Context: an optimization exercise on an open-source flow, tuned for a short achievable clock period and few clock cycles. The choices shown serve that exercise and are no tape-out recipe.
In this exercise RTL edits were held to simulation tests only and were not proved equivalent to the original.
Power figures rest on the tool's default switching activity, not on a simulated workload.

P:
==> flow/design.v <==
`timescale 1ns / 1ps
module CacheController(
    rst,
    clk,
    wr,
    rd,
    data_rd,
    data_wr,
    addr_req,
    addr_resp,
    rdy,
    busy,
    wr_mem,
    rd_mem,
    busy_mem,
    data_rd_mem,
    data_wr_mem,
    addr_mem,
    cache_miss_count,
    cache_hit_count
    );
    input  rst;
    input  clk;
    input  wr;
    input  rd;
    output [31:0] data_rd;
    reg    [31:0] data_rd;
    input  [31:0] data_wr;
    input  [31:0] addr_req;
    output [31:0] addr_resp;
    reg    [31:0] addr_resp;
    output rdy;
    reg    rdy;
    output busy;
    reg    busy;
    output  wr_mem;
    output  rd_mem;
    input   busy_mem;
    input  [31:0] data_rd_mem;
    output [31:0] data_wr_mem;
    output [31:0] addr_mem;
    output [31:0] cache_miss_count;
    output [31:0] cache_hit_count;
    reg [15:0]  cache_valid;
    reg [23:0]  cache_tag [15:0];
    wire [23:0] addr_tag   = addr_req[31:8];
    wire [3:0]  addr_index = addr_req[7:4];
    wire req = wr | rd;
    assign rd_mem      = rd;
    assign wr_mem      = wr;
    assign addr_mem    = addr_req;
    assign data_wr_mem = data_wr;
    reg [15:0] line_hit;
    integer i;
    always @(*) begin
        for (i = 0; i < 16; i = i + 1)
            line_hit[i] = (addr_index == i) && cache_valid[i] && (cache_tag[i] == addr_tag);
    end
    wire hit = |line_hit;
    reg [31:0] hit_base, hit_base1, miss_base, miss_base1;
    reg [7:0]  hit_sel, miss_sel;
    wire [31:0] hit_now, miss_now;    
    genvar g;
    generate
        for (g = 0; g < 8; g = g + 1) begin : grp
            assign hit_now[4*g+3:4*g]  = hit_sel[g]  ? hit_base1[4*g+3:4*g]  : hit_base[4*g+3:4*g];
            assign miss_now[4*g+3:4*g] = miss_sel[g] ? miss_base1[4*g+3:4*g] : miss_base[4*g+3:4*g];
        end
    endgenerate
    assign cache_hit_count  = hit_now;
    assign cache_miss_count = miss_now;
    wire [7:0] hit_carry, miss_carry;
    generate
        for (g = 0; g < 8; g = g + 1) begin : cry
            if (g == 0) begin : c0
                assign hit_carry[g]  = 1'b1;
                assign miss_carry[g] = 1'b1;
            end else begin : cn
                assign hit_carry[g]  = &hit_now[4*g-1:0];
                assign miss_carry[g] = &miss_now[4*g-1:0];
            end
        end
    endgenerate
    always @(posedge clk or posedge rst) begin
        if (rst) begin
            cache_valid <= 16'h0000;
            rdy         <= 1'b0;
            busy        <= 1'b1;
            hit_sel     <= 8'h00;
            miss_sel    <= 8'h00;
            hit_base    <= 32'd0;
            hit_base1   <= 32'd1;
            miss_base   <= 32'd0;
            miss_base1  <= 32'd1;
        end else begin
            rdy        <= req;
            busy       <= busy_mem;
            hit_sel    <= (req &&  hit) ? hit_carry  : 8'h00;
            miss_sel   <= (req && !hit) ? miss_carry : 8'h00;
            hit_base   <= hit_now;
            hit_base1  <= hit_now + 32'd1;
            miss_base  <= miss_now;
            miss_base1 <= miss_now + 32'd1;
            if (req)
                cache_valid[addr_index] <= 1'b1;
        end
    end
    always @(posedge clk) begin
        if (req)
            cache_tag[addr_index] <= addr_tag;
    end
    always @(posedge clk or posedge rst) begin
        if (rst) begin
            addr_resp <= 32'h00000000;
            data_rd   <= 32'h00000000;
        end else begin
            addr_resp <= addr_req;
            data_rd   <= data_rd_mem;
        end
    end
endmodule
export LEC_CHECK = 0
export ABC_CLOCK_PERIOD_IN_PS = 2000
export CAP_MARGIN = 20
export CORE_MARGIN = 2
export CORE_UTILIZATION = 45
export CTS_CLUSTER_DIAMETER = 80
export CTS_CLUSTER_SIZE = 40
export PLACE_DENSITY = 0.6
export SETUP_SLACK_MARGIN = 3.2
export SLEW_MARGIN = 20
create_clock -name core_clock -period 5.5 [get_ports {clk}]
standard.sh (not shown) runs the stock make flow with config.mk's settings and CLKGATE_MAP_FILE= SYNTH_SCRIPT=/design/flow/synth_recipe.tcl, a recipe that flattens the netlist after the stock synthesis.
==> flow/flow/run.sh <==
#!/bin/bash
# The standard layout, with each feed-through input placed next to the output
# it drives (addr_req[i]/addr_mem[i], data_wr[i]/data_wr_mem[i], rd/rd_mem,
# wr/wr_mem). Each tool's full output stays in orfs/logs/; the make output is
# also kept in standard.log.
set -euo pipefail
here=$(pwd)
args=""
for i in $(seq 0 31); do
  args+=" -group_pins {addr_req[$i] addr_mem[$i]}"
  args+=" -group_pins {data_wr[$i] data_wr_mem[$i]}"
done
args+=" -group_pins {rd rd_mem} -group_pins {wr wr_mem}"
args+=" -exclude top:* -exclude right:*"
export PLACE_PINS_ARGS="$args"
bash standard.sh > "$here/standard.log" 2>&1
Testbench counts of P, summed over its fixed seeds: cycles 16,008.
## Diff of input files: Q against P
Settings: removing ABC_CLOCK_PERIOD_IN_PS (formerly 2000); changing SETUP_SLACK_MARGIN from 3.2 to 2.95.
==> flow/run.sh (new file) <==
#!/bin/bash
# synth_recipe.tcl (not shown) runs the flow's synth.tcl, then flattens the netlist and writes it again
# the make line also repeats each setting of config.mk as NAME=value (left out here)
make -C /OpenROAD-flow-scripts/flow DESIGN_CONFIG=/design/flow/config.mk WORK_HOME=/design/flow/orfs CLKGATE_MAP_FILE= SYNTH_SCRIPT=/design/flow/synth_recipe.tcl finish
removed: flow/flow/run.sh
removed: flow/standard.sh
==> notes.md <==
- Of Q and P, the run reporting the higher post-layout net count was P.
- Relative to P, the clock-buffer cell count measured on Q has increased by more than a quarter.
- Q finished end to end and its layout was clean on timing, DRC and antenna.
- Q vs P, endpoint of the most critical setup path: cache_hit_count[26] vs cache_miss_count[6]
- Q against P: initial antenna violation count now smaller, fraction of area in registers now larger.
- The run showing the greater utilization is P.
- Q against P: wire length lower; power drawn by the clock network +about 10%; area added between synthesis and finish has decreased.
> inputs changed (Q -> R)
Settings: PLACE_DENSITY changed from 0.6 to 0.45; SETUP_SLACK_MARGIN changed from 2.95 to 3.2; CORE_UTILIZATION changed from 45 to 30.
[summary]
- ~same via count in R and Q
- Comparing count of clock buffers in the final design for R and Q, the bigger number came from R.
- From Q to R the numbers moved as follows: power in the clock group went up; fraction of area in clock buffers and inverters did not really move; part of the power in the clock network went up.
- Relative max-transition margin delta for R relative to Q: 1.1 points higher
[inputs] S vs R
Settings: PLACE_DENSITY: 0.45 -> 0.6; CORE_UTILIZATION: 30 -> 45; SETUP_SLACK_MARGIN: 3.2 -> 3.6.
Notes after the runs:
The final layout from S, which completed every stage, passed the timing, DRC and antenna checks at the end of the flow. Looking at number of buffers outside the clock class in the layout, S sits 64 higher than R does. Register-to-register slack came out higher on S than on R. Compared with R, in S share of total power consumed by net switching has increased, wire length shrank by 3.5%, half-perimeter wire length after detailed placement went down. Via count of the first global-routing pass for S is higher than for R. Max freq R -> S: improved. ~same worst path arrival time in R and S. Clock share of power for S is lower than for R. Looking at overall track demand over capacity in global routing across R and S, the one that comes out lower is R. S — power per cell area 3.2% lower, R as reference. Looking at launching instance or port of the critical path, the miss_sel[5] result is from R; the hit_sel[0] one comes from S.

re-timing with driven ports:
No port has a modelled driver above. Below, the same layouts with a new extraction and two added sets of constraints. Step 1 assumes that a clkbuf_16 drives the clock port and a buf_2 every other input. Step 2 times the ports against the registers' clock, not the clock port: input delays grow and output delays shrink by t, the midpoint of the rising clock arrivals with the driver on. a / b / c = no drivers / after step 1 / after step 2; a / b = the first two.
run | t (ns) | setup slack, ns | hold slack, ns
P | 0.669 | 2.693 / 2.634 / 1.964 | 0.470 / 0.470 / 0.470
Q | 0.630 | 2.759 / 2.702 / 2.253 | 0.469 / 0.469 / 0.469
R | 0.649 | 2.729 / 2.661 / 2.068 | 0.469 / 0.469 / 0.469
S | 0.650 | 2.740 / 2.676 / 2.123 | 0.472 / 0.472 / 0.472
After both steps every run listed still meets setup and hold. The setup slack of P, which loses most, moves by -0.059 ns with the drivers and by -0.729 ns with both steps.
